Source: an optimization exercise on an open RTL-to-GDS flow (aim: small area and a short achievable clock period). Production flows keep margins and buffers that such runs may drop.
At most, simulation tests tie the RTL to the original design; equivalence was not proved.
The RTL of run 1 was laid out without a check of its function.
Power and IR drop assume default switching activity.

## flow/design.v (module list and top-level ports; edited modules follow where they fit)
// module fa: 8 lines
// module fpu_mul: 1032 lines
module fpu_mul( input         CLK,
                input         RESET,
                input         EN,
                input  [31:0] A,
                input  [31:0] B,
                output [31:0] Z );
  // ...
==> flow/flow/run.sh <==
#!/bin/bash
set -euo pipefail
MARGIN=$(cat flow/margin.txt 2>/dev/null || echo 6)
sed -E "s/SETUP_SLACK_MARGIN=[0-9.+-]+/SETUP_SLACK_MARGIN=${MARGIN}/" standard.sh > standard_margin.sh
grep -q "SETUP_SLACK_MARGIN=${MARGIN} " standard_margin.sh
bash standard_margin.sh > standard.log 2>&1
==> flow/flow/margin.txt <==
6.0
==> flow/standard.sh <==
#!/bin/bash
# synth_recipe.tcl (not shown) runs the flow's synth.tcl, then flattens the netlist and writes it again
# the make line also repeats each setting of config.mk as NAME=value (left out here)
make -C /OpenROAD-flow-scripts/flow DESIGN_CONFIG=/design/flow/config.mk WORK_HOME=/design/flow/orfs CLKGATE_MAP_FILE= SYNTH_SCRIPT=/design/flow/synth_recipe.tcl "${@:-finish}"
==> flow/config.mk <==
export PLATFORM = sky130hd
export DESIGN_NAME = fpu_mul
export DESIGN_NICKNAME = fpu_mul
export VERILOG_FILES = /design/flow/design.v
export SDC_FILE = /design/flow/constraint.sdc
export NUM_CORES = 4
export LEC_CHECK = 0
export ABC_AREA = 1
export CAP_MARGIN = 20
export CORE_MARGIN = 2
export CORE_UTILIZATION = 40
export SETUP_SLACK_MARGIN = 5
export SLEW_MARGIN = 20
export SYNTH_HIERARCHICAL = 1
==> flow/constraint.sdc <==
create_clock -name core_clock -period 10.0 [get_ports {CLK}]
set_input_delay 2.0000 -clock core_clock [delete_from_list [all_inputs] [get_ports {CLK}]]
set_output_delay 2.0000 -clock core_clock [all_outputs]
set_load 0.01 [all_outputs]
==> results.json, run 1 <==
{
  "clkbuf_count": 17,
  "required_ns": 10.38,
  "worst-slew-pin-transition_ns": 0.903,
  "detailed_place_hpwl_mm": 41.7,
  "power.clock.total_uw": 670,
  "maxCapViolations": 0,
  "fraction_of_area_in_multi_input_gates_pct": 61.5,
  "max_slew_margin_pct": 39.2,
  "commonest_non_fill_non_tap_cell_in_the_layout": "xor2_1",
  "start_util_pct": 40.6,
  "met3_usage_pct": 6.79,
  "postCtsSetupBuffers": 81,
  "place.port_buffers": 98,
  "synthXorXnorAreaFrac_pct": 13.9,
  "post-route-min-period_ns": 4.22,
  "worst_r2r_endpoint": "z_r[11]",
  "status": "finished clean",
  "cellPowerDensity_nw_per_um2": 385,
  "power.combinational.total_mw": 7.24,
  "maxSlewViolCount": 0,
  "worstPathMaxFanout": 6,
  "netlist_top_cells_area": "fa_1, xor2_1, dfxtp_1",
  "final_layout_setup_total_negative_slack_ns": 0,
  "yosys-top-cells-count": "xor2_1, fa_1, o22ai_1, nand2_1, inv_1",
  "synthDominantAreaCellType": "fa_1",
  "largestRegisters": "hA x32, hB x32, z_r x32",
  "synth_enable_flop_cells": 67,
  "final.setup_skew_ns": 0.0146,
  "first_iteration_detailed_routing_drc_count": 2022,
  "worst-endpoint-arrival_ns": 4.60,
  "sw_frac_of_total_pct": 52.7,
  "gr-usage-met2_pct": 39.0,
  "seq_cell_count": 179,
  "p_leak_nw": 9.95,
  "drt_drc_violations_left": 0,
  "syn-instance-count": 2123,
  "timing.rr.start": "hB[16]"
}
==> run 2: changes to the inputs <==
--- a/flow/design.v
+++ b/flow/design.v
@@ -1008,33 +1008,306 @@
   if (RESET) begin
     zero2 <= 1'b1; sign2 <= 1'b0;
   end else begin
     zero2 <= zero_r; sign2 <= sign_r;
   end
   e2 <= e1; cl2 <= lowsum[16]; st2 <= sticky1;
   hA <= rowA[47:16]; hB <= rowB[47:16];
 end
-wire [6:0] lowc = {1'b0, hA[21:16]} + {1'b0, hB[21:16]} + {6'd0, cl2};
-wire c22 = lowc[6];    
+wire c22;    
+carry_pfx u_c22 (.a(hA[21:16]), .b(hB[21:16]), .ci(cl2), .co(c22));
 wire x22 = hA[22], y22 = hB[22];
 wire p22 = x22 ^ y22 ^ c22;
 wire c23 = (x22 & y22) | (c22 & (x22 ^ y22));
 wire [24:0] X = hA[47:23], Y = hB[47:23];
 wire [24:0] S = X ^ Y;
 wire [24:0] C = {X[23:0] & Y[23:0], 1'b0};
 wire p23 = S[0] ^ c23;
 wire up = p22 & (p23 | st2);
 wire m = (S[0] & c23) | (up & (S[0] ^ c23));
-wire [23:0] T0 = S[24:1] + C[24:1];
-wire [23:0] T1 = S[24:1] + C[24:1] + 24'd1;
-wire [24:0] r = {m ? T1 : T0, p23 ^ up};
-wire [9:0] en = r[24] ? e2 + 10'd1 : e2;
-wire [22:0] f = r[24] ? r[23:1] : r[22:0];
-wire ret_zero = en[9] | zero2;
-wire ret_inf  = (en[9:8] == 2'b01);
-wire [30:0] ret_val = ret_zero ? 31'd0 : ret_inf ? {8'hFF, 23'd0} : {en[7:0], f};
+wire [23:0] T0, T1;    
+add_cmp24 u_cmp (.a(S[24:1]), .b(C[24:1]), .s0(T0), .s1(T1));
+wire r0 = p23 ^ up;
+wire [22:0] F0 = T0[23] ? T0[22:0] : {T0[21:0], r0};
+wire [22:0] F1 = T1[23] ? T1[22:0] : {T1[21:0], r0};
+wire [22:0] f = m ? F1 : F0;
+wire r24 = m ? T1[23] : T0[23];
+wire [9:0] e2p = e2 + 10'd1;
+wire zero_a = e2[9] | zero2,  inf_a = (e2[9:8] == 2'b01);
+wire zero_b = e2p[9] | zero2, inf_b = (e2p[9:8] == 2'b01);
+wire ret_zero = r24 ? zero_b : zero_a;
+wire ret_inf  = r24 ? inf_b : inf_a;
+wire [7:0] en = r24 ? e2p[7:0] : e2[7:0];
+wire [30:0] ret_val = ret_zero ? 31'd0 : ret_inf ? {8'hFF, 23'd0} : {en, f};
 reg [31:0] z_r;
 always_ff @(posedge CLK)
   if (RESET) z_r <= 32'd0;
   else       z_r <= {sign2, ret_val};
 assign Z = z_r;
 endmodule
+module add_cmp24( input  [23:0] a,
+                  input  [23:0] b,
+                  output [23:0] s0,
+                  output [23:0] s1 );
+wire [23:0] p = a ^ b;
+wire [23:0] g = a & b;
+wire [23:0] G1, P1;
+assign G1[0] = g[0];
+assign P1[0] = p[0];
+assign G1[1] = g[1] | (p[1] & g[0]);
+assign P1[1] = p[1] & p[0];
+assign G1[2] = g[2];
+assign P1[2] = p[2];
+assign G1[3] = g[3] | (p[3] & g[2]);
+assign P1[3] = p[3] & p[2];
+assign G1[4] = g[4];
+assign P1[4] = p[4];
+assign G1[5] = g[5] | (p[5] & g[4]);
+assign P1[5] = p[5] & p[4];
+assign G1[6] = g[6];
+assign P1[6] = p[6];
+assign G1[7] = g[7] | (p[7] & g[6]);
+assign P1[7] = p[7] & p[6];
+assign G1[8] = g[8];
+assign P1[8] = p[8];
+assign G1[9] = g[9] | (p[9] & g[8]);
+assign P1[9] = p[9] & p[8];
+assign G1[10] = g[10];
+assign P1[10] = p[10];
+assign G1[11] = g[11] | (p[11] & g[10]);
+assign P1[11] = p[11] & p[10];
+assign G1[12] = g[12];
+assign P1[12] = p[12];
+assign G1[13] = g[13] | (p[13] & g[12]);
+assign P1[13] = p[13] & p[12];
+assign G1[14] = g[14];
+assign P1[14] = p[14];
+assign G1[15] = g[15] | (p[15] & g[14]);
+assign P1[15] = p[15] & p[14];
+assign G1[16] = g[16];
+assign P1[16] = p[16];
+assign G1[17] = g[17] | (p[17] & g[16]);
+assign P1[17] = p[17] & p[16];
+assign G1[18] = g[18];
+assign P1[18] = p[18];
+assign G1[19] = g[19] | (p[19] & g[18]);
+assign P1[19] = p[19] & p[18];
+assign G1[20] = g[20];
+assign P1[20] = p[20];
+assign G1[21] = g[21] | (p[21] & g[20]);
+assign P1[21] = p[21] & p[20];
+assign G1[22] = g[22];
+assign P1[22] = p[22];
+assign G1[23] = g[23] | (p[23] & g[22]);
+assign P1[23] = p[23] & p[22];
+wire [23:0] G2, P2;
+assign G2[0] = G1[0];
+assign P2[0] = P1[0];
+assign G2[1] = G1[1];
+assign P2[1] = P1[1];
+assign G2[2] = G1[2] | (P1[2] & G1[1]);
+assign P2[2] = P1[2] & P1[1];
+assign G2[3] = G1[3] | (P1[3] & G1[1]);
+assign P2[3] = P1[3] & P1[1];
+assign G2[4] = G1[4];
+assign P2[4] = P1[4];
+assign G2[5] = G1[5];
+assign P2[5] = P1[5];
+assign G2[6] = G1[6] | (P1[6] & G1[5]);
+assign P2[6] = P1[6] & P1[5];
+assign G2[7] = G1[7] | (P1[7] & G1[5]);
+assign P2[7] = P1[7] & P1[5];
+assign G2[8] = G1[8];
+assign P2[8] = P1[8];
+assign G2[9] = G1[9];
+assign P2[9] = P1[9];
+assign G2[10] = G1[10] | (P1[10] & G1[9]);
+assign P2[10] = P1[10] & P1[9];
+assign G2[11] = G1[11] | (P1[11] & G1[9]);
+assign P2[11] = P1[11] & P1[9];
+assign G2[12] = G1[12];
+assign P2[12] = P1[12];
+assign G2[13] = G1[13];
+assign P2[13] = P1[13];
+assign G2[14] = G1[14] | (P1[14] & G1[13]);
+assign P2[14] = P1[14] & P1[13];
+assign G2[15] = G1[15] | (P1[15] & G1[13]);
+assign P2[15] = P1[15] & P1[13];
+assign G2[16] = G1[16];
+assign P2[16] = P1[16];
+assign G2[17] = G1[17];
+assign P2[17] = P1[17];
+assign G2[18] = G1[18] | (P1[18] & G1[17]);
+assign P2[18] = P1[18] & P1[17];
+assign G2[19] = G1[19] | (P1[19] & G1[17]);
+assign P2[19] = P1[19] & P1[17];
+assign G2[20] = G1[20];
+assign P2[20] = P1[20];
+assign G2[21] = G1[21];
+assign P2[21] = P1[21];
+assign G2[22] = G1[22] | (P1[22] & G1[21]);
+assign P2[22] = P1[22] & P1[21];
+assign G2[23] = G1[23] | (P1[23] & G1[21]);
+assign P2[23] = P1[23] & P1[21];
+wire [23:0] G3, P3;
+assign G3[0] = G2[0];
+assign P3[0] = P2[0];
+assign G3[1] = G2[1];
+assign P3[1] = P2[1];
+assign G3[2] = G2[2];
+assign P3[2] = P2[2];
+assign G3[3] = G2[3];
+assign P3[3] = P2[3];
+assign G3[4] = G2[4] | (P2[4] & G2[3]);
+assign P3[4] = P2[4] & P2[3];
+assign G3[5] = G2[5] | (P2[5] & G2[3]);
+assign P3[5] = P2[5] & P2[3];
+assign G3[6] = G2[6] | (P2[6] & G2[3]);
+assign P3[6] = P2[6] & P2[3];
+assign G3[7] = G2[7] | (P2[7] & G2[3]);
+assign P3[7] = P2[7] & P2[3];
+assign G3[8] = G2[8];
+assign P3[8] = P2[8];
+assign G3[9] = G2[9];
+assign P3[9] = P2[9];
+assign G3[10] = G2[10];
+assign P3[10] = P2[10];
+assign G3[11] = G2[11];
+assign P3[11] = P2[11];
+assign G3[12] = G2[12] | (P2[12] & G2[11]);
+assign P3[12] = P2[12] & P2[11];
+assign G3[13] = G2[13] | (P2[13] & G2[11]);
+assign P3[13] = P2[13] & P2[11];
+assign G3[14] = G2[14] | (P2[14] & G2[11]);
+assign P3[14] = P2[14] & P2[11];
+assign G3[15] = G2[15] | (P2[15] & G2[11]);
+assign P3[15] = P2[15] & P2[11];
+assign G3[16] = G2[16];
+assign P3[16] = P2[16];
+assign G3[17] = G2[17];
+assign P3[17] = P2[17];
+assign G3[18] = G2[18];
+assign P3[18] = P2[18];
+assign G3[19] = G2[19];
+assign P3[19] = P2[19];
+assign G3[20] = G2[20] | (P2[20] & G2[19]);
+assign P3[20] = P2[20] & P2[19];
+assign G3[21] = G2[21] | (P2[21] & G2[19]);
+assign P3[21] = P2[21] & P2[19];
+assign G3[22] = G2[22] | (P2[22] & G2[19]);
+assign P3[22] = P2[22] & P2[19];
+assign G3[23] = G2[23] | (P2[23] & G2[19]);
+assign P3[23] = P2[23] & P2[19];
+wire [23:0] G4, P4;
+assign G4[0] = G3[0];
+assign P4[0] = P3[0];
+assign G4[1] = G3[1];
+assign P4[1] = P3[1];
+assign G4[2] = G3[2];
+assign P4[2] = P3[2];
+assign G4[3] = G3[3];
+assign P4[3] = P3[3];
+assign G4[4] = G3[4];
+assign P4[4] = P3[4];
+assign G4[5] = G3[5];
+assign P4[5] = P3[5];
+assign G4[6] = G3[6];
+assign P4[6] = P3[6];
+assign G4[7] = G3[7];
+assign P4[7] = P3[7];
+assign G4[8] = G3[8] | (P3[8] & G3[7]);
+assign P4[8] = P3[8] & P3[7];
+assign G4[9] = G3[9] | (P3[9] & G3[7]);
+assign P4[9] = P3[9] & P3[7];
+assign G4[10] = G3[10] | (P3[10] & G3[7]);
+assign P4[10] = P3[10] & P3[7];
+assign G4[11] = G3[11] | (P3[11] & G3[7]);
+assign P4[11] = P3[11] & P3[7];
+assign G4[12] = G3[12] | (P3[12] & G3[7]);
+assign P4[12] = P3[12] & P3[7];
+assign G4[13] = G3[13] | (P3[13] & G3[7]);
+assign P4[13] = P3[13] & P3[7];
+assign G4[14] = G3[14] | (P3[14] & G3[7]);
+assign P4[14] = P3[14] & P3[7];
+assign G4[15] = G3[15] | (P3[15] & G3[7]);
+assign P4[15] = P3[15] & P3[7];
+assign G4[16] = G3[16];
+assign P4[16] = P3[16];
+assign G4[17] = G3[17];
+assign P4[17] = P3[17];
+assign G4[18] = G3[18];
+assign P4[18] = P3[18];
+assign G4[19] = G3[19];
+assign P4[19] = P3[19];
+assign G4[20] = G3[20];
+assign P4[20] = P3[20];
+assign G4[21] = G3[21];
+assign P4[21] = P3[21];
+assign G4[22] = G3[22];
+assign P4[22] = P3[22];
+assign G4[23] = G3[23];
+assign P4[23] = P3[23];
+wire [23:0] G5, P5;
+assign G5[0] = G4[0];
+assign P5[0] = P4[0];
+assign G5[1] = G4[1];
+assign P5[1] = P4[1];
+assign G5[2] = G4[2];
+assign P5[2] = P4[2];
+assign G5[3] = G4[3];
+assign P5[3] = P4[3];
+assign G5[4] = G4[4];
+assign P5[4] = P4[4];
+assign G5[5] = G4[5];
+assign P5[5] = P4[5];
+assign G5[6] = G4[6];
+assign P5[6] = P4[6];
+assign G5[7] = G4[7];
+assign P5[7] = P4[7];
+assign G5[8] = G4[8];
+assign P5[8] = P4[8];
+assign G5[9] = G4[9];
+assign P5[9] = P4[9];
+assign G5[10] = G4[10];
+assign P5[10] = P4[10];
+assign G5[11] = G4[11];
+assign P5[11] = P4[11];
+assign G5[12] = G4[12];
+assign P5[12] = P4[12];
+assign G5[13] = G4[13];
+assign P5[13] = P4[13];
+assign G5[14] = G4[14];
+assign P5[14] = P4[14];
+assign G5[15] = G4[15];
+assign P5[15] = P4[15];
+assign G5[16] = G4[16] | (P4[16] & G4[15]);
+assign P5[16] = P4[16] & P4[15];
+assign G5[17] = G4[17] | (P4[17] & G4[15]);
+assign P5[17] = P4[17] & P4[15];
+assign G5[18] = G4[18] | (P4[18] & G4[15]);
+assign P5[18] = P4[18] & P4[15];
+assign G5[19] = G4[19] | (P4[19] & G4[15]);
+assign P5[19] = P4[19] & P4[15];
+assign G5[20] = G4[20] | (P4[20] & G4[15]);
+assign P5[20] = P4[20] & P4[15];
+assign G5[21] = G4[21] | (P4[21] & G4[15]);
+assign P5[21] = P4[21] & P4[15];
+assign G5[22] = G4[22] | (P4[22] & G4[15]);
+assign P5[22] = P4[22] & P4[15];
+assign G5[23] = G4[23] | (P4[23] & G4[15]);
+assign P5[23] = P4[23] & P4[15];
+assign s0 = p ^ {G5[22:0], 1'b0};
+assign s1 = p ^ {G5[22:0] | P5[22:0], 1'b1};
+endmodule
+module carry_pfx
+                 ( input  [5:0] a,
+                   input  [5:0] b,
+                   input          ci,
+                   output         co );
+wire [6:0] c;
+assign c[0] = ci;
+genvar i;
+generate for (i = 0; i < 6; i = i + 1) begin : cc
+  assign c[i+1] = (a[i] & b[i]) | ((a[i] | b[i]) & c[i]);
+end endgenerate
+assign co = c[6];
+endmodule
==> run 2 against run 1 <==
Fmax rose by 6.6%; via count fell by 4.6%; area after synthesis fell by 1.4%; non-clock buffer count fell by 26.
==> results.json, run 2 <==
{
  "synthMostInstantiatedCell": "xor2_1",
  "layout.cell_area.non_filler_um2": 22900,
  "post_cts_hold_buffer_count": 0,
  "post-route-min-period_ns": 3.96,
  "final.setup_skew_ns": 0.0270,
  "fin_worst_hold_slack_ns": 0.418,
  "post-route-period-util_pct": 39.6,
  "critical_path.slowest_cell": "edfxtp_1",
  "worst-slew-pin-transition_ns": 1.21,
  "clock_tree.htree_level_count": 4,
  "largestRegisters": "hA x32, hB x32, z_r x32",
  "critPathLaunchType": "register",
  "min-delay-path-class": "reg2reg",
  "worst-endpoint-arrival_ns": 4.32,
  "post_drt_wl_per_cell_um": 22.2,
  "ys.flop_type": "dfxtp_1",
  "grt_max_degree": 70,
  "placedInstanceArea_um2": 21000,
  "clock-sinks": 179,
  "placement_rows": 81,
  "grt_pass1_vias": 16400,
  "rsz0062_at_grt": "false",
  "cts-buffers-inserted": 17,
  "finalSetupViolations": 0,
  "ctsLongestPathBuffers": 2,
  "routed_wl_mm": 62.2,
  "fill_cells": 4547,
  "ys.warnings.count": 7,
  "placed_cell_count": 2667,
  "first_iteration_detailed_routing_drc_count": 1765,
  "ant_nets": 0,
  "area.sequential_um2": 4250,
  "detailed_place_hpwl_mm": 40.7,
  "die_area_um2": 50700,
  "grt.total_usage_pct": 24.6,
  "finalNonFillerCells": 2808,
  "area_delta_synth_final_pct": 17.0,
  "cts_root_buffer": "clkbuf_16",
  "final_hold_viol_count": 0,
  "timing.final.ws_setup_ns": 6.04,
  "finish.net_count": 2613,
  "grt_pass1_wl_mm": 94.6,
  "pin_count": 99,
  "synthDominantAreaCellType": "fa_1",
  "routed-via-count": 16200,
  "avgSynthCellArea_um2": 9.53,
  "netlist.area_leader.share_pct": 27.0,
  "die_h_um": 225,
  "place.gp.congestion": 0.930,
  "crit_chain": "clkinvlp_4, buf_4, o21ai_0, xor2_1, fa_1, fa_1, fa_1, fa_1, fa_1",
  "synth_area_um2": 19600,
  "synth_enable_flop_cells": 67,
  "yosys-top-cells-count": "xor2_1, fa_1, o22ai_1, nand2_1, inv_1",
  "routed_via_density": 5.75,
  "synthXorXnorAreaFrac_pct": 14.0,
  "worst_skew_pair.late_latency_ns": 0.50,
  "syn_nets": 2495,
  "required_ns": 10.36,
  "grt_overflow_total": 0,
  "syn-instance-count": 2055,
  "p_leak_nw": 9.69,
  "layout-drive-gt1-share_pct": 13.3,
  "clk_pin_slew_worst_paths_ns": 0.07,
  "crit_path_max_incr_delay_ns": 0.60,
  "die_width_um": 225,
  "tritoncts_clock_tree": "done",
  "maxSlewViolCount": 0,
  "critical_path_class": "reg2reg",
  "final_core_util_pct": 47.1,
  "netlist-cell-type-count": 48,
  "yosysSeqAreaShare_pct": 21.7,
  "number_of_antenna_violations_at_the_first_check_in_global_routing": 0,
  "final_layout_setup_total_negative_slack_ns": 0,
  "dominant_combinational_cell_family_by_area_after_synthesis": "adder cells",
  "upper_clock_frequency_limit_mhz": 253,
  "start_util_pct": 40.2,
  "worstPathMaxFanout": 11,
  "vdd_drop_max_mv": 0.208,
  "commonest_non_fill_non_tap_cell_in_the_layout": "xor2_1",
  "max_slew_margin_pct": 18.9,
  "synth_fa_ha_area_share_pct": 34.0,
  "synth-simple-area-share_pct": 10.8,
  "footprint_of_the_multi_input_gates_um2": 14200,
  "placeableCoreArea_um2": 48600,
  "layout_common_cells": "xor2_1, fa_1, o22ai_1",
  "drt_drc_violations_left": 0,
  "p_total_mw": 9.02,
  "maxCapViolations": 0,
  "place.port_buffers": 98,
  "crit_path_frequent_cell": "fa_1",
  "post_synth_mux_area_share_pct": 0.460,
  "netlist_top_cells_area": "fa_1, xor2_1, dfxtp_1",
  "drt_first_pass_iters": 6,
  "status": "finished clean",
  "synth_compound_gate_area_share_pct": 12.6,
  "worstSetupEndpointType": "register",
  "cellPowerDensity_nw_per_um2": 394,
  "synth-seq-cells": 179,
  "post_synthesis_async_set_or_reset_flop_share_pct": 0,
  "post-place-ws_ns": 5.13,
  "num_antenna_cells": 0
}
## run 2: cell count changes after synthesis, sizes merged, moves of 7 or more
cell	previous run	this run
o21ai	47	26
a32o	0	22
nand3	56	37
nand4	24	17
clkbuf	94	104
a21oi	59	79
inv	222	179
## run 2: layout make-up
cell class              instances  share of cell area (%)
multi-input cells            1549                    62.0
flip-flops and latches        179                    18.6
repair buffers                223                    9.19
inverters                     187                    3.69
well taps                     622                    3.40
clock buffers                  19                    2.03
clock inverters                13                   0.688
repair inverters               16                   0.491
## run 2: cells by family (layout without fill, tap and decap cells)
family	count (synthesis)	after routing
buf+inv	330	458
xor+xnor	313	313
compound gates	394	394
simple gates	458	461
fa+ha+maj	373	373
flops	179	179
mux	8	8
## run 2: layer usage
layer | GRT usage [%] | vias to the layer above | routed length [µm]
met5 | 0 | - | 0
met4 | 15.4 | 0 | 3750
met3 | 6.69 | 248 | 6720
met2 | 36.8 | 1041 | 27000
met1 | 31.7 | 7719 | 24800
li1 | - | 7143 | -
## run 2: critical path: cells and delay by family (launching register included)
kind | cells | cell delay [ns]
AO/OA/AOI/OAI | 1 | 0.21
XOR/XNOR | 1 | 0.26
adder cells (fa/ha/maj) | 5 | 2.40
buffers and inverters | 2 | 0.35
flip-flops | 1 | 0.60
## run 2: what timing repair did
action | CTS | global route
pin swaps | 2 | 8
hold endpoints to repair | 0 | 0
resized for setup | 39 | 58
setup buffers | 32 | 56
gates cloned | 17 | 4
setup endpoints to repair | 69 | 70
## run 2: power by group
| part | leakage (nW) | internal, mW | total (mW) | switching (mW) |
|---|---|---|---|---|
| Sequential | 1.59 | 1.06 | 1.16 | 0.0945 |
| Combinational | 7.80 | 3.04 | 7.18 | 4.13 |
| Clock | 0.300 | 0.357 | 0.689 | 0.332 |
| Total | 9.69 | 4.47 | 9.02 | 4.56 |
## run 2: final timing paths
check	slack, ns	startpoint	to	cells past startpoint
hold / removal	0.42	sign2	z_r[31]	2
setup / recovery	6.04	one[5]	hB[23]	9
setup reg to reg	6.04	one[5]	hB[23]	9
hold reg to reg	0.42	sign2	z_r[31]	2
## run 2: modules after synthesis (local to each module, per instance)
module | copies in the design | area (µm²) | flip-flops and latches | cells
fa | 256 | 20.0 | 0 | 1
add_cmp24 | 1 | 1670 | 0 | 276
carry_pfx | 1 | 108 | 0 | 26
fpu_mul | 1 | 12700 | 179 | 1497
==> run 3: changes to the inputs <==
==> flow/flow/margin.txt (replaced) <==
6.5
==> run 3 against run 2 <==
Sequential share of layout area fell by 1.6 points; highest routed layer is now met5; hold slack got worse by 0.0098 ns; clock skew rose by 0.0057 ns; clock power rose by 1%; cell count rose by 3.3%; fmax rose by 2.8%; non-clock buffer count rose by 81; setup slack improved by 0.11 ns; combinational power rose by 12%; power rose by 9.8%; register-to-register slack improved by 0.11 ns; largest power group unchanged.
==> results.json, run 3 <==
{
  "largestRegisters": "hA x32, hB x32, z_r x32",
  "setup.worst_path.start": "two[6]",
  "place.port_buffers": 98,
  "worstPathMaxFanout": 7,
  "ctsLongestPathBuffers": 2,
  "min-delay-path-class": "reg2reg",
  "p_leak_nw": 10.5,
  "pin_count": 99,
  "clock-sinks": 179,
  "grt_overflow_total": 0,
  "final_layout_setup_total_negative_slack_ns": 0,
  "setup.reg_to_reg.worst_slack_ns": 6.15,
  "synth_enable_flop_cells": 67,
  "worstSetupEndpointType": "register",
  "place.gp.congestion": 0.908,
  "drt_drc_violations_left": 0,
  "cts_root_buffer": "clkbuf_16",
  "post-route-min-period_ns": 3.85,
  "commonest_non_fill_non_tap_cell_in_the_layout": "xor2_1",
  "yosysSeqAreaShare_pct": 21.7,
  "grt_max_degree": 70,
  "worst-slew-pin-transition_ns": 1.04,
  "grt_pass1_wl_mm": 104,
  "ant_nets": 0,
  "number_of_antenna_violations_at_the_first_check_in_global_routing": 3,
  "grt.total_usage_pct": 27.6,
  "syn-instance-count": 2055,
  "finish.net_count": 2706,
  "clk_pin_slew_worst_paths_ns": 0.08,
  "rsz0062_at_grt": "true",
  "netlist-cell-type-count": 48,
  "cts-buffers-inserted": 17,
  "timing.reg2reg.worst_path_depth": 9,
  "tritoncts_clock_tree": "done",
  "area.sequential_um2": 4260,
  "post_drt_wl_per_cell_um": 24.1,
  "synth_area_um2": 19600,
  "fin_worst_hold_slack_ns": 0.408,
  "max_slew_margin_pct": 30.6,
  "worst_skew_pair.late_latency_ns": 0.51,
  "status": "finished clean",
  "synthDominantAreaCellType": "fa_1",
  "ys.warnings.count": 7,
  "timing.final.ws_setup_ns": 6.15,
  "placement_rows": 81,
  "post-place-ws_ns": 5.20,
  "setup.worst_path.end": "hB[31]",
  "layout_common_cells": "xor2_1, nand2_1, o22ai_1",
  "cellPowerDensity_nw_per_um2": 394,
  "netlist.area_leader.share_pct": 27.0,
  "netlist_top_cells_area": "fa_1, xor2_1, dfxtp_1",
  "critPathLaunchType": "register",
  "worst-endpoint-arrival_ns": 4.23,
  "grt_pass1_vias": 17300,
  "die_area_um2": 50700,
  "post_synthesis_async_set_or_reset_flop_share_pct": 0,
  "final_hold_viol_count": 0,
  "final.setup_skew_ns": 0.0327,
  "ys.flop_type": "dfxtp_1",
  "post_cts_hold_buffer_count": 0,
  "die_h_um": 225,
  "routed-via-count": 17100,
  "upper_clock_frequency_limit_mhz": 260,
  "vdd_drop_max_mv": 0.185,
  "routed_via_density": 5.90,
  "routed_wl_mm": 70.0,
  "worst_r2r_endpoint": "hB[31]",
  "synthMostInstantiatedCell": "xor2_1",
  "drt_first_pass_iters": 7,
  "avgSynthCellArea_um2": 9.53,
  "final_core_util_pct": 51.6,
  "critical_path_class": "reg2reg",
  "yosys-top-cells-count": "xor2_1, fa_1, o22ai_1, nand2_1, inv_1",
  "maxSlewViolCount": 0,
  "clock_tree.htree_level_count": 4,
  "synth-seq-cells": 179,
  "finalSetupViolations": 0,
  "footprint_of_the_multi_input_gates_um2": 15200,
  "detailed_place_hpwl_mm": 40.9,
  "first_iteration_detailed_routing_drc_count": 2071,
  "start_util_pct": 40.2,
  "required_ns": 10.38,
  "area_delta_synth_final_pct": 28.3,
  "p_total_mw": 9.91,
  "maxCapViolations": 0,
  "syn_nets": 2495,
  "post-route-period-util_pct": 38.5,
  "die_width_um": 225,
  "fill_cells": 4285,
  "placeableCoreArea_um2": 48600,
  "timing.rr.start": "two[6]",
  "layout-drive-gt1-share_pct": 25.2
}
==> run 3: metrics by stage <==
stage | cells | area [µm²]
6_report | 2902 | 25100
5_1_grt | 2901 | 25100
4_1_cts | 2865 | 24000
3_5_place_dp | 2660 | 21000
3_3_place_gp | 2660 | 21000
2_1_floorplan | 2055 | 19800
==> run 3: worst min path at each step <==
stage	startpoint	endpoint	cells after the start
2_1_floorplan	sign2	z_r[31]	2
3_3_place_gp	sign2	z_r[31]	2
3_5_place_dp	sign2	z_r[31]	2
4_1_cts	sign2	z_r[31]	2
5_1_grt	sign2	z_r[31]	2
6_report	sign2	z_r[31]	2
==> run 3: Yosys stat by module, one instance, submodules excluded <==
module | cells | area (µm²) | flops+latches
fpu_mul | 1497 | 12700 | 179
fa | 1 | 20.0 | 0
add_cmp24 | 276 | 1670 | 0
carry_pfx | 26 | 108 | 0
==> run 3: worst max-delay path: stages (launching register included) <==
cell	delay, ns
edfxtp_1	0.44
clkinvlp_4	0.21
buf_6	0.20
o22ai_2	0.17
xor2_1	0.25
fa_1	0.49
fa_1	0.55
fa_2	0.46
fa_2	0.55
fa_2	0.42
==> run 3: per-layer routing <==
layer | share of wire (%) | track usage [%]
met5 | 0.019 | 0
met4 | 8.1 | 18.4
met3 | 12 | 8.74
met2 | 42 | 41.4
met1 | 37 | 33.9
==> run 3: report_power, final <==
| group | internal, mW | switching [mW] | total, mW |
|---|---|---|---|
| combinational | 3.52 | 4.53 | 8.05 |
| sequential | 1.06 | 0.0909 | 1.16 |
| clock | 0.343 | 0.357 | 0.699 |
==> run 3: kinds of logic (layout without fill, tap and decap cells) <==
group | count (synthesis) | count (layout) | synth area share, %
mux | 8 | 8 | 0.460
simple gates | 458 | 462 | 10.8
fa+ha+maj | 373 | 373 | 34.0
other cells | 0 | 1 | 0
xor+xnor | 313 | 313 | 14.0
buf+inv | 330 | 550 | 6.44
flops | 179 | 179 | 21.7
compound gates | 394 | 394 | 12.6
==> run 3: layout make-up <==
type / count / area share (%)
antenna: 1 / 0.00996
clock buffer: 17 / 1.69
clock inverter: 15 / 0.752
inverter: 187 / 3.76
multi-input combinational: 1550 / 60.3
sequential: 179 / 16.9
tap: 622 / 3.10
timing repair buffer: 304 / 12.6
timing repair inverter: 27 / 0.782
==> run 3: repair_timing <==
item,in CTS,in global routing
resized for setup,254,155
setup endpoints to repair,84,74
gates cloned,37,3
setup buffers,136,33
pin swaps,55,65
==> run 4: changes to the inputs <==
==> flow/flow/margin.txt (replaced) <==
5.5
==> run 4 against run 3 <==
Still clean; area after synthesis is the same; hold slack gained 0.0081 ns; first-iteration DRC count shrank 29%; clock skew shrank 0.010 ns; utilization shrank 6.8 points; highest routed layer unchanged; critical endpoint is now hB[23]; synthesized cell count is the same; global-route usage shrank 4.3 points; routed wire length shrank 18%; final area shrank 13%.
==> results.json, run 4 <==
{
  "upper_clock_frequency_limit_mhz": 230,
  "post_cts_hold_buffer_count": 0,
  "die_h_um": 225,
  "syn-instance-count": 2055,
  "grt.total_usage_pct": 23.3,
  "routed_via_density": 5.69,
  "maxSlewViolCount": 0,
  "cellPowerDensity_nw_per_um2": 400,
  "place.port_buffers": 98,
  "final_hold_viol_count": 0,
  "clock-sinks": 179,
  "area_delta_synth_final_pct": 11.3,
  "fill_cells": 4656,
  "netlist.area_leader.share_pct": 27.0,
  "netlist_top_cells_area": "fa_1, xor2_1, dfxtp_1",
  "final.setup_skew_ns": 0.0223,
  "first_iteration_detailed_routing_drc_count": 1480,
  "clock_tree.htree_level_count": 4,
  "drt_first_pass_iters": 6,
  "max_slew_margin_pct": 26.9,
  "power.combinational.fraction_pct": 78.8,
  "grt_overflow_total": 0,
  "placement_rows": 81,
  "required_ns": 10.37,
  "routed_wl_mm": 57.7,
  "final_layout_setup_total_negative_slack_ns": 0,
  "yosys-top-cells-count": "xor2_1, fa_1, o22ai_1, nand2_1, inv_1",
  "final_core_util_pct": 44.8,
  "worst-endpoint-arrival_ns": 4.72,
  "detailed_place_hpwl_mm": 40.7,
  "worst_skew_pair.late_latency_ns": 0.50,
  "cts_root_buffer": "clkbuf_16",
  "maxCapViolations": 0,
  "synthMostInstantiatedCell": "xor2_1",
  "clock_power_share_pct": 7.9,
  "routed-via-count": 15400,
  "syn_nets": 2495,
  "cts-buffers-inserted": 17,
  "power.share.sequential_pct": 13.3,
  "worstPathMaxFanout": 24,
  "power.net_switching_mw": 4.42,
  "die_area_um2": 50700,
  "finish.net_count": 2513,
  "status": "finished clean",
  "ctsLongestPathBuffers": 2,
  "grt_pass1_wl_mm": 90.1,
  "worstSetupEndpointType": "register",
  "post_synthesis_async_set_or_reset_flop_share_pct": 0,
  "sw_frac_of_total_pct": 50.7,
  "crit_path_frequent_cell": "fa_1",
  "finalSetupViolations": 0,
  "tritoncts_clock_tree": "done",
  "largestRegisters": "hA x32, hB x32, z_r x32",
  "synth-seq-cells": 179,
  "placeableCoreArea_um2": 48600,
  "critPathLaunchType": "register",
  "internal_power_mw": 4.30,
  "crit_chain": "inv_1, o21ai_0, xor2_1, fa_1, fa_1, fa_1, fa_1, fa_1",
  "number_of_antenna_violations_at_the_first_check_in_global_routing": 1,
  "commonest_non_fill_non_tap_cell_in_the_layout": "xor2_1",
  "start_util_pct": 40.2,
  "pin_count": 99,
  "synth_area_um2": 19600,
  "critical_path.slowest_cell": "inv_1",
  "rsz0062_at_grt": "true",
  "layout-drive-gt1-share_pct": 7.77,
  "post-route-min-period_ns": 4.36,
  "netlist-cell-type-count": 48,
  "post_drt_wl_per_cell_um": 21.3,
  "place.gp.congestion": 0.930,
  "ys.flop_type": "dfxtp_1",
  "worst-slew-pin-transition_ns": 1.10,
  "clk_pin_slew_worst_paths_ns": 0.07,
  "layout_common_cells": "xor2_1, fa_1, o22ai_1",
  "p_leak_nw": 9.26,
  "ys.warnings.count": 7,
  "synth_enable_flop_cells": 67,
  "die_width_um": 225,
  "grt_pass1_vias": 16000,
  "vdd_drop_max_mv": 0.182,
  "grt_max_degree": 70,
  "avgSynthCellArea_um2": 9.53,
  "ant_nets": 0,
  "post-route-period-util_pct": 43.6,
  "yosysSeqAreaShare_pct": 21.7,
  "drt_drc_violations_left": 0,
  "critical_path_class": "reg2reg",
  "crit_path_max_incr_delay_ns": 0.83,
  "num_antenna_cells": 0,
  "synthDominantAreaCellType": "fa_1",
  "min-delay-path-class": "reg2reg"
}
## run 4: cell counts after synthesis
Identical to the previous run, type by type.
## run 4: cell type report
type	instances	area (µm²)	share of cell area, %
multi-input combinational	1547	14100	64.7
inverter	187	716	3.28
sequential	179	4250	19.5
clock buffer	19	464	2.13
tap	622	778	3.57
clock inverter	13	158	0.723
timing repair buffer	141	1320	6.07
## run 4: power by group through the flow
stage | sequential, mW | clock [mW] | combinational [mW]
CTS | 1.16 | 0.711 | 6.78
global placement | 1.17 | 0 | 6.61
detailed placement | 1.18 | 0 | 6.73
floorplan | 1.16 | 0 | 5.03
global route | 1.18 | 0.732 | 7.85
finish | 1.16 | 0.690 | 6.87
## run 4: cell families (layout without fill, tap and decap cells)
family / after synthesis / in the layout / share of synthesized area (%)
mux: 8 / 8 / 0.460
flops: 179 / 179 / 21.7
buf+inv: 330 / 360 / 6.44
fa+ha+maj: 373 / 373 / 34.0
simple gates: 458 / 459 / 10.8
compound gates: 394 / 394 / 12.6
xor+xnor: 313 / 313 / 14.0
## run 4: path summary, 6_finish.rpt
kind	depth (start not counted)	from	to	slack [ns]
worst max-delay path	8	ma[17]	hB[23]	5.64
worst min-delay path	2	sign2	z_r[31]	0.42
worst max register to register	8	ma[17]	hB[23]	5.64
worst min register to register	2	sign2	z_r[31]	0.42
## run 4: routing by layer
metal  GRT usage, %  vias up  share of wire, %  routed length, µm
met1           30.3     7456                42              24300
li1               -     6943                 -                  -
met3           6.11      173               9.5               5500
met5              0        -             0.016                  9
met2           35.2      823                44              25200
met4           13.0        2               4.7               2730
## run 4: per-stage QoR
| stage | hold slack, ns | setup slack (ns) | area [µm²] | std cells | power (mW) |
|---|---|---|---|---|---|
| 2_1_floorplan | 0.388 | 6.19 | 19600 | 2055 | 6.19 |
| 3_3_place_gp | 0.400 | 5.30 | 21000 | 2667 | 7.78 |
| 3_5_place_dp | 0.407 | 5.13 | 21000 | 2667 | 7.91 |
| 4_1_cts | 0.421 | 5.52 | 21700 | 2699 | 8.66 |
| 5_1_grt | 0.450 | 5.45 | 21800 | 2708 | 9.76 |
| 6_report | 0.416 | 5.64 | 21800 | 2708 | 8.72 |
## run 4: repair_timing
action,4_1_cts,5_1_grt
resized for setup,2,7
pin swaps,0,1
setup endpoints to repair,31,55
buffers inserted,0,7
gates cloned,0,1
## run 4: critical path: cells and delay by family, from the launching register on
family                   cells  cell delay, ns
AO/OA/AOI/OAI                1            0.27
flip-flops                   1            0.47
XOR/XNOR                     1            0.23
buffers and inverters        1            0.83
adder cells (fa/ha/maj)      5            2.41
## run 4: Yosys stat by module (local to each module, per instance)
module / times used / area (µm²)
carry_pfx: 1 / 108
fpu_mul: 1 / 12700
add_cmp24: 1 / 1670
fa: 256 / 20.0
==> run 5: changes to the inputs <==
==> flow/flow/run.sh (replaced) <==
#!/bin/bash
# Layout flow: the standard flow (standard.sh, the ORFS make targets) with
#  - the port buffers that ORFS inserts on every input and output made with
#    sky130_fd_sc_hd__buf_1 (BUFFER_PORTS_ARGS) instead of the default choice.
# Synthesis, floorplan, placement, CTS and routing are otherwise unchanged.
# Each ORFS step writes its full log under orfs/logs/; make's own output goes
# to standard.log here.
set -euo pipefail
MARGIN=$(cat flow/margin.txt 2>/dev/null || echo 6)
BUF=$(cat flow/portbuf.txt 2>/dev/null || echo sky130_fd_sc_hd__buf_1)
sed -E "s/SETUP_SLACK_MARGIN=[0-9.+-]+/SETUP_SLACK_MARGIN=${MARGIN} 'BUFFER_PORTS_ARGS=-buffer_cell ${BUF}'/" standard.sh > standard_margin.sh
grep -q "SETUP_SLACK_MARGIN=${MARGIN} " standard_margin.sh
bash standard_margin.sh > standard.log 2>&1
==> flow/flow/margin.txt (replaced) <==
6.0
==> run 5 against run 4 <==
Clock skew decreased by 0.0014 ns; synthesized cell count unchanged; highest routed layer unchanged; via count increased by 6.2%.
==> results.json, run 5 <==
{
  "netlist_top_cells_area": "fa_1, xor2_1, dfxtp_1",
  "holdPathStages": 2,
  "clock_tree.htree_level_count": 4,
  "fin_worst_hold_slack_ns": 0.419,
  "grt_pass1_vias": 16400,
  "layout_common_cells": "xor2_1, fa_1, o22ai_1",
  "worstPathMaxFanout": 9,
  "die_width_um": 225,
  "grt.total_usage_pct": 25.4,
  "commonest_non_fill_non_tap_cell_in_the_layout": "xor2_1",
  "number_of_antenna_violations_at_the_first_check_in_global_routing": 2,
  "worst-slew-pin-transition_ns": 1.15,
  "required_ns": 10.36,
  "status": "finished clean",
  "area.sequential_um2": 4260,
  "rsz0062_at_grt": "true",
  "ant_nets": 0,
  "synth-seq-cells": 179,
  "die_area_um2": 50700,
  "tritoncts_clock_tree": "done",
  "layout-drive-gt1-share_pct": 14.1,
  "post_cts_hold_buffer_count": 0,
  "avgSynthCellArea_um2": 9.53,
  "netlist.area_leader.share_pct": 27.0,
  "post-route-min-period_ns": 3.98,
  "num_antenna_cells": 0,
  "ys.warnings.count": 7,
  "post-route-period-util_pct": 39.8,
  "finalSetupViolations": 0,
  "critPathLaunchType": "register",
  "critical_path.slowest_cell": "edfxtp_1",
  "finish.net_count": 2618,
  "syn_nets": 2495,
  "crit_path_frequent_cell": "fa_1",
  "drt_drc_violations_left": 0,
  "final_layout_setup_total_negative_slack_ns": 0,
  "synthDominantAreaCellType": "fa_1",
  "synth_area_um2": 19600,
  "routed-via-count": 16400,
  "cts_root_buffer": "clkbuf_16",
  "worst_skew_pair.late_latency_ns": 0.50,
  "pin_count": 99,
  "max_slew_margin_pct": 23.3,
  "critical_path_class": "reg2reg",
  "drt_first_pass_iters": 6,
  "grt_overflow_total": 0,
  "crit_chain": "clkinvlp_4, buf_4, o22ai_1, xor2_1, fa_1, fa_1, fa_1, fa_1, fa_1",
  "min-delay-path-class": "reg2reg",
  "post_drt_wl_per_cell_um": 23.0,
  "yosysSeqAreaShare_pct": 21.7,
  "post_synthesis_async_set_or_reset_flop_share_pct": 0,
  "place.gp.congestion": 0.938,
  "final.setup_skew_ns": 0.0209,
  "fill_cells": 4611,
  "netlist-cell-type-count": 48,
  "worstSetupEndpointType": "register",
  "maxSlewViolCount": 0,
  "ys.flop_type": "dfxtp_1",
  "crit_path_max_incr_delay_ns": 0.71,
  "grt_max_degree": 70,
  "timing.reg2reg.worst_path_depth": 9,
  "vdd_drop_max_mv": 0.250,
  "footprint_of_the_multi_input_gates_um2": 14300,
  "final_hold_viol_count": 0,
  "synth_enable_flop_cells": 67,
  "placed_cell_count": 2666,
  "worst-endpoint-arrival_ns": 4.34,
  "place.port_buffers": 98,
  "placeableCoreArea_um2": 48600,
  "maxCapViolations": 0,
  "area_delta_synth_final_pct": 14.3,
  "cts-buffers-inserted": 17,
  "clk_pin_slew_worst_paths_ns": 0.08,
  "ctsLongestPathBuffers": 2,
  "clock-sinks": 179,
  "detailed_place_hpwl_mm": 40.9,
  "die_h_um": 225,
  "syn-instance-count": 2055,
  "synthMostInstantiatedCell": "xor2_1",
  "first_iteration_detailed_routing_drc_count": 1871,
  "finalNonFillerCells": 2813,
  "routed_via_density": 5.81,
  "p_leak_nw": 9.44,
  "upper_clock_frequency_limit_mhz": 251,
  "largestRegisters": "hA x32, hB x32, z_r x32",
  "cellPowerDensity_nw_per_um2": 409,
  "routed_wl_mm": 64.6,
  "yosys-top-cells-count": "xor2_1, fa_1, o22ai_1, nand2_1, inv_1",
  "grt_pass1_wl_mm": 96.8,
  "start_util_pct": 40.2,
  "placement_rows": 81
}
run 5: changes by cell type in the layout (fill, tap and decap cells not counted), sizes merged:
cell           change
clkbuf             +2
nand3              +1
nand2              +2
clkinvlp          +34
clkinv             +1
clkdlybuf4s50     -97
buf              +178
inv               -16
run 5: path summary, 6_finish.rpt:
| path | from | end | slack [ns] |
|---|---|---|---|
| max | two[9] | hB[27] | 6.02 |
| min | sign2 | z_r[31] | 0.42 |
| max reg2reg | two[9] | hB[27] | 6.02 |
| min reg2reg | sign2 | z_r[31] | 0.42 |
run 5: cell families after synthesis:
| logic type | count (synthesis) | share of synthesized area [%] |
|---|---|---|
| XOR/XNOR | 313 | 14.0 |
| flip-flops | 179 | 21.7 |
| buffers and inverters | 330 | 6.44 |
| multiplexers | 8 | 0.460 |
| AND/OR/NAND/NOR | 458 | 10.8 |
| AO/OA/AOI/OAI | 394 | 12.6 |
| adder cells (fa/ha/maj) | 373 | 34.0 |
run 5: what timing repair did:
item	4_1_cts	5_1_grt
setup buffers	48	43
pin swaps	3	15
setup endpoints to repair	68	67
gates cloned	19	5
hold endpoints to repair	0	0
gates resized for setup	41	55
run 5: metrics by stage:
stage               instance area [µm²]  util [%]  setup slack [ns]  total power, mW
finish                            22400      46.0              6.02             9.15
global route                      22400      46.0              5.96             10.2
CTS                               21700      44.6              6.00             8.74
detailed placement                20400      42.0              5.14             7.83
global placement                  20400      42.0              5.30             7.71
floorplan                         19600         -              6.19             6.19
run 5: layer usage:
metal / vias to the layer above / share of wire, % / global-route usage, %
met5: - / 0.020 / 0
met4: 2 / 6.1 / 14.5
met3: 260 / 11 / 6.43
met2: 1074 / 44 / 38.7
met1: 7863 / 40 / 32.9
li1: 7155 / - / -
run 5: modules after synthesis (local to each module, per instance):
module / cells inside / cell area (µm²)
add_cmp24: 276 / 1670
carry_pfx: 26 / 108
fa: 1 / 20.0
fpu_mul: 1497 / 12700
run 5: power breakdown:
group          internal [mW]  leakage (nW)  switching [mW]
sequential              1.06          1.59          0.0960
clock                  0.349         0.308           0.363
combinational           3.07          7.54            4.21
run 5: layout make-up:
class                           instances  area share, %
Timing Repair Buffer                  226           6.85
Clock buffer                           17           1.90
Timing Repair inverter                 17          0.537
Sequential cell                       179           19.0
Tap cell                              622           3.48
Multi-Input combinational cell       1550           63.7
Clock inverter                         15          0.945
Inverter                              187           3.62
run 5: worst max-delay path, delay by kind of cell (launching register included):
family                     cells  cell delay (ns)
adders and majority gates      5             2.31
buffers and inverters          2             0.39
AOI/OAI and AO/OA              1             0.18
xor gates and xnor gates       1             0.24
DFF                            1             0.71
==> run 6: changes to the inputs <==
--- a/flow/config.mk
+++ b/flow/config.mk
@@ -9,5 +9,5 @@
 export CAP_MARGIN = 20
 export CORE_MARGIN = 2
-export CORE_UTILIZATION = 40
+export CORE_UTILIZATION = 60
 export SETUP_SLACK_MARGIN = 5
 export SLEW_MARGIN = 20
==> run 6 against run 5 <==
Still clean; non-clock buffer count decreased by 15; area after synthesis unchanged; global-route usage increased by 11 points; routed wire length decreased by 6.4%; power decreased by 1.4%; count of clock-buffer cells in the layout unchanged; hold slack got worse by 0.012 ns; clock skew increased by 0.012 ns; combinational power decreased by 2%; largest power group unchanged; highest routed layer unchanged.
==> results.json, run 6 <==
{
  "status": "finished clean",
  "routed_wl_mm": 60.4,
  "maxCapViolations": 0,
  "vdd_drop_max_mv": 0.352,
  "required_ns": 10.34,
  "p_total_mw": 9.02,
  "final_core_util_pct": 67.9,
  "ant_nets": 0,
  "grt_pass1_wl_mm": 92.1,
  "finish.net_count": 2604,
  "drt_drc_violations_left": 0,
  "yosysSeqAreaShare_pct": 21.7,
  "worstPathMaxFanout": 6,
  "crit_buf_inv": 3,
  "clock_tree.htree_level_count": 4,
  "setup.reg_to_reg.worst_slack_ns": 5.98,
  "first_iteration_detailed_routing_drc_count": 2009,
  "syn_nets": 2495,
  "critPathLaunchType": "register",
  "post_synthesis_async_set_or_reset_flop_share_pct": 0,
  "worst-endpoint-arrival_ns": 4.37,
  "timing.final.ws_setup_ns": 5.98,
  "finalSetupViolations": 0,
  "synthMostInstantiatedCell": "xor2_1",
  "cpLargestDelayFamily": "adder cells",
  "synth_area_um2": 19600,
  "routed_via_density": 6.29,
  "rsz0062_at_grt": "true",
  "placement_rows": 66,
  "ys.flop_type": "dfxtp_1",
  "yosys-top-cells-count": "xor2_1, fa_1, o22ai_1, nand2_1, inv_1",
  "post_drt_wl_per_cell_um": 23.1,
  "grt.total_usage_pct": 36.3,
  "timing.rr.start": "one[2]",
  "final_layout_setup_total_negative_slack_ns": 0,
  "fill_cells": 2620,
  "grt_overflow_total": 0,
  "area_delta_synth_final_pct": 12.3,
  "area.sequential_um2": 4250,
  "tritoncts_clock_tree": "done",
  "routed-via-count": 16500,
  "place.gp.congestion": 0.951,
  "largestRegisters": "hA x32, hB x32, z_r x32",
  "clk_pin_slew_worst_paths_ns": 0.07,
  "maxSlewViolCount": 0,
  "crit_path_frequent_cell": "fa_1",
  "die_width_um": 185,
  "min-delay-path-class": "reg2reg",
  "upper_clock_frequency_limit_mhz": 249,
  "worst_r2r_endpoint": "hB[27]",
  "critical_path_class": "reg2reg",
  "detailed_place_hpwl_mm": 39.9,
  "place.port_buffers": 98,
  "finalNonFillerCells": 2619,
  "avgSynthCellArea_um2": 9.53,
  "layout-drive-gt1-share_pct": 13.4,
  "post_cts_hold_buffer_count": 0,
  "final.setup_skew_ns": 0.0328,
  "worstSetupEndpointType": "register",
  "p_leak_nw": 9.33,
  "timing.reg2reg.worst_path_depth": 10,
  "placed_cell_count": 2486,
  "layout_common_cells": "xor2_1, fa_1, nand2_1, o22ai_1, inv_1",
  "start_util_pct": 60.5,
  "worst_skew_pair.late_latency_ns": 0.48,
  "cts-buffers-inserted": 17,
  "grt_max_degree": 70,
  "critical_path.slowest_cell": "fa_1",
  "ctsLongestPathBuffers": 2,
  "max_slew_margin_pct": 16.3,
  "drt_first_pass_iters": 6,
  "post-place-ws_ns": 5.67,
  "worst-slew-pin-transition_ns": 1.25,
  "post-route-period-util_pct": 40.2,
  "footprint_of_the_multi_input_gates_um2": 14200,
  "cts_root_buffer": "clkbuf_16",
  "post-route-min-period_ns": 4.02,
  "clock-sinks": 179,
  "grt_pass1_vias": 16600,
  "placeableCoreArea_um2": 32400,
  "netlist.area_leader.share_pct": 27.0,
  "setup.worst_path.start": "one[2]",
  "synthDominantAreaCellType": "fa_1",
  "worst-path-stages": 10,
  "cellPowerDensity_nw_per_um2": 410,
  "synth_enable_flop_cells": 67,
  "netlist-cell-type-count": 48,
  "crit_path_max_incr_delay_ns": 0.57,
  "synth-seq-cells": 179,
  "pin_count": 99,
  "netlist_top_cells_area": "fa_1, xor2_1, dfxtp_1",
  "crit_chain": "clkinvlp_4, buf_6, buf_12, o22ai_1, xor2_1, fa_1, fa_1, fa_1, fa_1, fa_1",
  "number_of_antenna_violations_at_the_first_check_in_global_routing": 2,
  "ys.warnings.count": 7,
  "commonest_non_fill_non_tap_cell_in_the_layout": "xor2_1",
  "final_hold_viol_count": 0,
  "die_area_um2": 34100,
  "die_h_um": 185,
  "syn-instance-count": 2055,
  "setup.worst_path.end": "hB[27]",
  "num_antenna_cells": 0
}
==> run 6: cell counts after synthesis <==
Identical to the previous run, type by type.
==> run 6: worst reg2reg max path, stage by stage (launching register included) <==
cell and delay (ns):
edfxtp_1 0.49, clkinvlp_4 0.30, buf_6 0.20, buf_12 0.12
o22ai_1 0.19, xor2_1 0.25, fa_1 0.51, fa_1 0.45
fa_1 0.42, fa_1 0.57, fa_1 0.40
==> run 6: how the worst min path moves through the flow <==
| stage | slack [ns] | cells after the start | from | to |
|---|---|---|---|---|
| CTS | 0.41 | 2 | sign2 | z_r[31] |
| floorplan | 0.39 | 2 | sign2 | z_r[31] |
| global route | 0.42 | 2 | sign2 | z_r[31] |
| finish | 0.41 | 2 | sign2 | z_r[31] |
| global placement | 0.39 | 2 | sign2 | z_r[31] |
| detailed placement | 0.40 | 2 | sign2 | z_r[31] |
==> run 6: per-module statistics from Yosys (local to each module, per instance) <==
module / cells inside / times used / flip-flops and latches / cell area (µm²)
add_cmp24: 276 / 1 / 0 / 1670
carry_pfx: 26 / 1 / 0 / 108
fa: 1 / 256 / 0 / 20.0
fpu_mul: 1497 / 1 / 179 / 12700
==> run 6: layer usage <==
| metal | track usage [%] | wire, µm | up-vias |
|---|---|---|---|
| met5 | 0 | 13 | - |
| met4 | 16.7 | 2760 | 2 |
| met3 | 12.1 | 7690 | 266 |
| met2 | 55.3 | 26500 | 1129 |
| met1 | 47.0 | 23500 | 7956 |
| li1 | - | - | 7130 |
==> run 6: through the flow <==
stage,cell area (µm²),hold WS [ns]
after global placement,20200,0.391
after detailed placement,20200,0.398
final,22000,0.407
after global routing,22000,0.422
after CTS,21400,0.411
after floorplan,19600,0.388
==> run 6: cell type report <==
cell class,count,area share (%)
Sequential cell,179,19.3
Multi-Input combinational cell,1549,64.7
Clock buffer,17,1.93
Timing Repair inverter,19,0.603
Tap cell,442,2.51
Timing Repair Buffer,211,6.36
Clock inverter,15,0.887
Inverter,187,3.67
==> run 6: power breakdown <==
part / internal (mW) / total [mW] / leakage [nW] / switching (mW)
registers: 1.06 / 1.16 / 1.59 / 0.0999
logic: 2.98 / 7.14 / 7.45 / 4.16
clock network: 0.380 / 0.723 / 0.298 / 0.343
total: 4.42 / 9.02 / 9.33 / 4.60
==> run 6: logic make-up (layout without fill, tap and decap cells) <==
kind of cell | count (synthesis) | in the layout | synth area share, %
AND/OR/NAND/NOR | 458 | 461 | 10.8
buffers and inverters | 330 | 449 | 6.44
flip-flops | 179 | 179 | 21.7
XOR/XNOR | 313 | 313 | 14.0
multiplexers | 8 | 8 | 0.460
AO/OA/AOI/OAI | 394 | 394 | 12.6
adder cells (fa/ha/maj) | 373 | 373 | 34.0
==> run 6: repair_timing <==
item | CTS | global route
gates cloned | 19 | 5
pin swaps | 2 | 15
endpoints found under the setup margin | 62 | 63
gates resized for setup | 41 | 53
setup buffers | 32 | 45
==> run 7: changes to the inputs <==
--- a/flow/config.mk
+++ b/flow/config.mk
@@ -9,6 +9,7 @@
 export CAP_MARGIN = 20
 export CORE_MARGIN = 2
-export CORE_UTILIZATION = 60
+export CORE_UTILIZATION = 40
 export SETUP_SLACK_MARGIN = 5
 export SLEW_MARGIN = 20
 export SYNTH_HIERARCHICAL = 1
+export TNS_END_PERCENT = 10
==> run 7 against run 6 <==
Still clean; count of clock-buffer cells in the layout stayed put; sequential power hardly changed; sequential cell count stayed put; first-iteration DRC count is 10% lower; fmax is 0.69% higher; clock power is 1% lower; sequential share of layout area is 0.13 points lower; non-clock buffer count is 3 lower; global-route usage is 11 points lower; critical path type unchanged.
==> results.json, run 7 <==
{
  "detailed_place_hpwl_mm": 40.9,
  "netlist-cell-type-count": 48,
  "cts_root_buffer": "clkbuf_16",
  "fin_worst_hold_slack_ns": 0.418,
  "drt_first_pass_iters": 6,
  "routed-via-count": 16200,
  "routed_via_density": 5.81,
  "post_cts_hold_buffer_count": 0,
  "worst-slew-pin-transition_ns": 1.15,
  "finalSetupViolations": 0,
  "avgSynthCellArea_um2": 9.53,
  "worst-endpoint-arrival_ns": 4.36,
  "post-route-min-period_ns": 4.00,
  "timing.reg2reg.worst_path_depth": 9,
  "timing.rr.start": "two[8]",
  "grt_pass1_vias": 16400,
  "timing.final.ws_setup_ns": 6.00,
  "synthMostInstantiatedCell": "xor2_1",
  "max_slew_margin_pct": 22.8,
  "worstPathMaxFanout": 9,
  "upper_clock_frequency_limit_mhz": 250,
  "worst_skew_pair.late_latency_ns": 0.50,
  "p_leak_nw": 9.32,
  "cellPowerDensity_nw_per_um2": 404,
  "crit_path_max_incr_delay_ns": 0.71,
  "die_h_um": 225,
  "place.gp.congestion": 0.938,
  "fill_cells": 4630,
  "syn_nets": 2495,
  "post-place-ws_ns": 5.14,
  "clock_tree.htree_level_count": 4,
  "clock-sinks": 179,
  "netlist_top_cells_area": "fa_1, xor2_1, dfxtp_1",
  "vdd_drop_max_mv": 0.199,
  "routed_wl_mm": 63.8,
  "setup.worst_path.end": "hB[31]",
  "ys.warnings.count": 7,
  "num_antenna_cells": 0,
  "finish.net_count": 2599,
  "place.port_buffers": 98,
  "holdPathStages": 2,
  "clk_pin_slew_worst_paths_ns": 0.08,
  "yosys-top-cells-count": "xor2_1, fa_1, o22ai_1, nand2_1, inv_1",
  "drt_drc_violations_left": 0,
  "worst_r2r_endpoint": "hB[31]",
  "min-delay-path-class": "reg2reg",
  "ctsLongestPathBuffers": 2,
  "area_delta_synth_final_pct": 13.1,
  "synth_area_um2": 19600,
  "final_hold_viol_count": 0,
  "critPathLaunchType": "register",
  "commonest_non_fill_non_tap_cell_in_the_layout": "xor2_1",
  "number_of_antenna_violations_at_the_first_check_in_global_routing": 0,
  "first_iteration_detailed_routing_drc_count": 1808,
  "post_drt_wl_per_cell_um": 22.8,
  "worstSetupEndpointType": "register",
  "status": "finished clean",
  "placeableCoreArea_um2": 48600,
  "critical_path_class": "reg2reg",
  "placement_rows": 81,
  "ant_nets": 0,
  "final.setup_skew_ns": 0.0216,
  "finalNonFillerCells": 2794,
  "post-route-period-util_pct": 40.0,
  "grt_overflow_total": 0,
  "largestRegisters": "hA x32, hB x32, z_r x32",
  "crit_path_frequent_cell": "fa_1",
  "cts-buffers-inserted": 17,
  "ys.flop_type": "dfxtp_1",
  "critical_path.slowest_cell": "edfxtp_1",
  "pin_count": 99,
  "netlist.area_leader.share_pct": 27.0,
  "grt_pass1_wl_mm": 96.0,
  "final_layout_setup_total_negative_slack_ns": 0,
  "layout_common_cells": "xor2_1, fa_1, o22ai_1",
  "rsz0062_at_grt": "true",
  "synth_enable_flop_cells": 67,
  "required_ns": 10.37,
  "layout-drive-gt1-share_pct": 12.9,
  "post_synthesis_async_set_or_reset_flop_share_pct": 0,
  "maxSlewViolCount": 0,
  "synth-seq-cells": 179,
  "synthDominantAreaCellType": "fa_1",
  "setup.worst_path.start": "two[8]",
  "tritoncts_clock_tree": "done",
  "grt_max_degree": 70,
  "maxCapViolations": 0,
  "placed_cell_count": 2666,
  "syn-instance-count": 2055,
  "crit_chain": "clkinvlp_4, buf_4, o22ai_1, xor2_1, fa_1, fa_1, fa_1, fa_1, fa_1",
  "setup.reg_to_reg.worst_slack_ns": 6.00,
  "grt.total_usage_pct": 25.2,
  "die_area_um2": 50700,
  "die_width_um": 225,
  "start_util_pct": 40.2,
  "yosysSeqAreaShare_pct": 21.7
}
## run 7: cell count changes in the layout (fill, tap and decap cells not counted), moves of 4 or more
cell	change
a21oi_1	-4
a21oi_2	+4
fa_1	+7
fa_2	-7
inv_12	+4
## run 7: stage by stage
| step | instance area, µm² | power [mW] | util [%] |
|---|---|---|---|
| after global placement | 20400 | 7.71 | 42.0 |
| after detailed placement | 20400 | 7.83 | 42.0 |
| after CTS | 21600 | 8.73 | 44.4 |
| after floorplan | 19600 | 6.19 | - |
| final | 22100 | 8.94 | 45.5 |
| after global routing | 22100 | 9.98 | 45.5 |
## run 7: Yosys stat by module, one instance, submodules excluded
| module | flops+latches | cells inside |
|---|---|---|
| add_cmp24 | 0 | 276 |
| carry_pfx | 0 | 26 |
| fa | 0 | 1 |
| fpu_mul | 179 | 1497 |
## run 7: power breakdown
| group | switching [mW] | internal [mW] | leakage (nW) | total [mW] |
|---|---|---|---|---|
| logic | 4.13 | 2.94 | 7.43 | 7.07 |
| registers | 0.0979 | 1.06 | 1.59 | 1.16 |
| clock network | 0.364 | 0.349 | 0.308 | 0.713 |
| total | 4.59 | 4.36 | 9.32 | 8.94 |
## run 7: area by class of cell
type / count / area [µm²] / share of cell area (%)
multi-input combinational: 1549 / 14200 / 64.1
sequential: 179 / 4250 / 19.2
timing repair buffer: 208 / 1350 / 6.08
inverter: 187 / 806 / 3.64
tap: 622 / 778 / 3.51
clock buffer: 17 / 425 / 1.92
clock inverter: 15 / 211 / 0.955
timing repair inverter: 17 / 120 / 0.542
## run 7: worst min path at each step
stage	from	end	slack, ns
3_5_place_dp	sign2	z_r[31]	0.40
6_report	sign2	z_r[31]	0.42
5_1_grt	sign2	z_r[31]	0.45
2_1_floorplan	sign2	z_r[31]	0.39
3_3_place_gp	sign2	z_r[31]	0.40
4_1_cts	sign2	z_r[31]	0.42
## run 7: cells by family after synthesis
family,Yosys count,share of synthesized area (%)
buffers and inverters,330,6.44
AOI/OAI and AO/OA,394,12.6
DFF,179,21.7
xor gates and xnor gates,313,14.0
muxes,8,0.460
and+or+nand+nor,458,10.8
adders and majority gates,373,34.0
## run 7: per-layer routing
layer  track usage, %  wire length, µm
met2             37.6            27500
met3             6.48             6800
met4             15.4             4050
met5                0                0
met1             32.7            25500
## run 7: repair_timing
item,4_1_cts,5_1_grt
gates cloned,17,5
pin swaps,3,6
setup endpoints to repair,68,75
buffers inserted,39,35
resized for setup,37,50
## run 7: critical path, delay by kind of cell (launching register included)
kind | cells | cell delay [ns]
compound gates | 1 | 0.20
xor+xnor | 1 | 0.23
fa+ha+maj | 5 | 2.30
buf+inv | 2 | 0.42
flops | 1 | 0.71

## re-timing with driven ports
In the flow no input, the clock included, has a driving cell. The finished layouts below were timed again as built, in two steps.
Step 1: set_driving_cell puts a clkbuf_16 on CLK and a buf_2 on each other input, an assumption about the parent block.
Step 2 times the ports against the registers' clock, not the clock port: input delays grow and output delays shrink by t, the midpoint of the rising clock arrivals with the driver on.
a / b / c = ideal ports / drivers / drivers and shift; a / b = the first two.
| run | t, ns | setup WS [ns] | hold WS [ns] | latest minus earliest clock arrival (ns) |
|---|---|---|---|---|
| run 1 | 0.530 | 5.781 / 5.781 / 5.781 | 0.425 / 0.425 / 0.425 | 0.015 / 0.015 |
| run 2 | 0.549 | 6.041 / 6.041 / 5.788 | 0.418 / 0.418 / 0.418 | 0.027 / 0.027 |
| run 3 | 0.556 | 6.149 / 6.149 / 6.134 | 0.408 / 0.408 / 0.408 | 0.035 / 0.035 |
| run 4 | 0.555 | 5.643 / 5.643 / 5.643 | 0.416 / 0.416 / 0.416 | 0.022 / 0.022 |
| run 5 | 0.548 | 6.022 / 6.022 / 6.022 | 0.419 / 0.419 / 0.419 | 0.022 / 0.022 |
| run 6 | 0.520 | 5.977 / 5.977 / 5.977 | 0.407 / 0.407 / 0.407 | 0.033 / 0.033 |
| run 7 | 0.540 | 6.005 / 6.005 / 6.005 | 0.418 / 0.418 / 0.418 | 0.024 / 0.025 |
After both steps setup and hold are still met in every run listed. For run 2, which loses most, drivers alone change the setup slack by 0.000 ns; drivers and shift together by -0.253 ns.
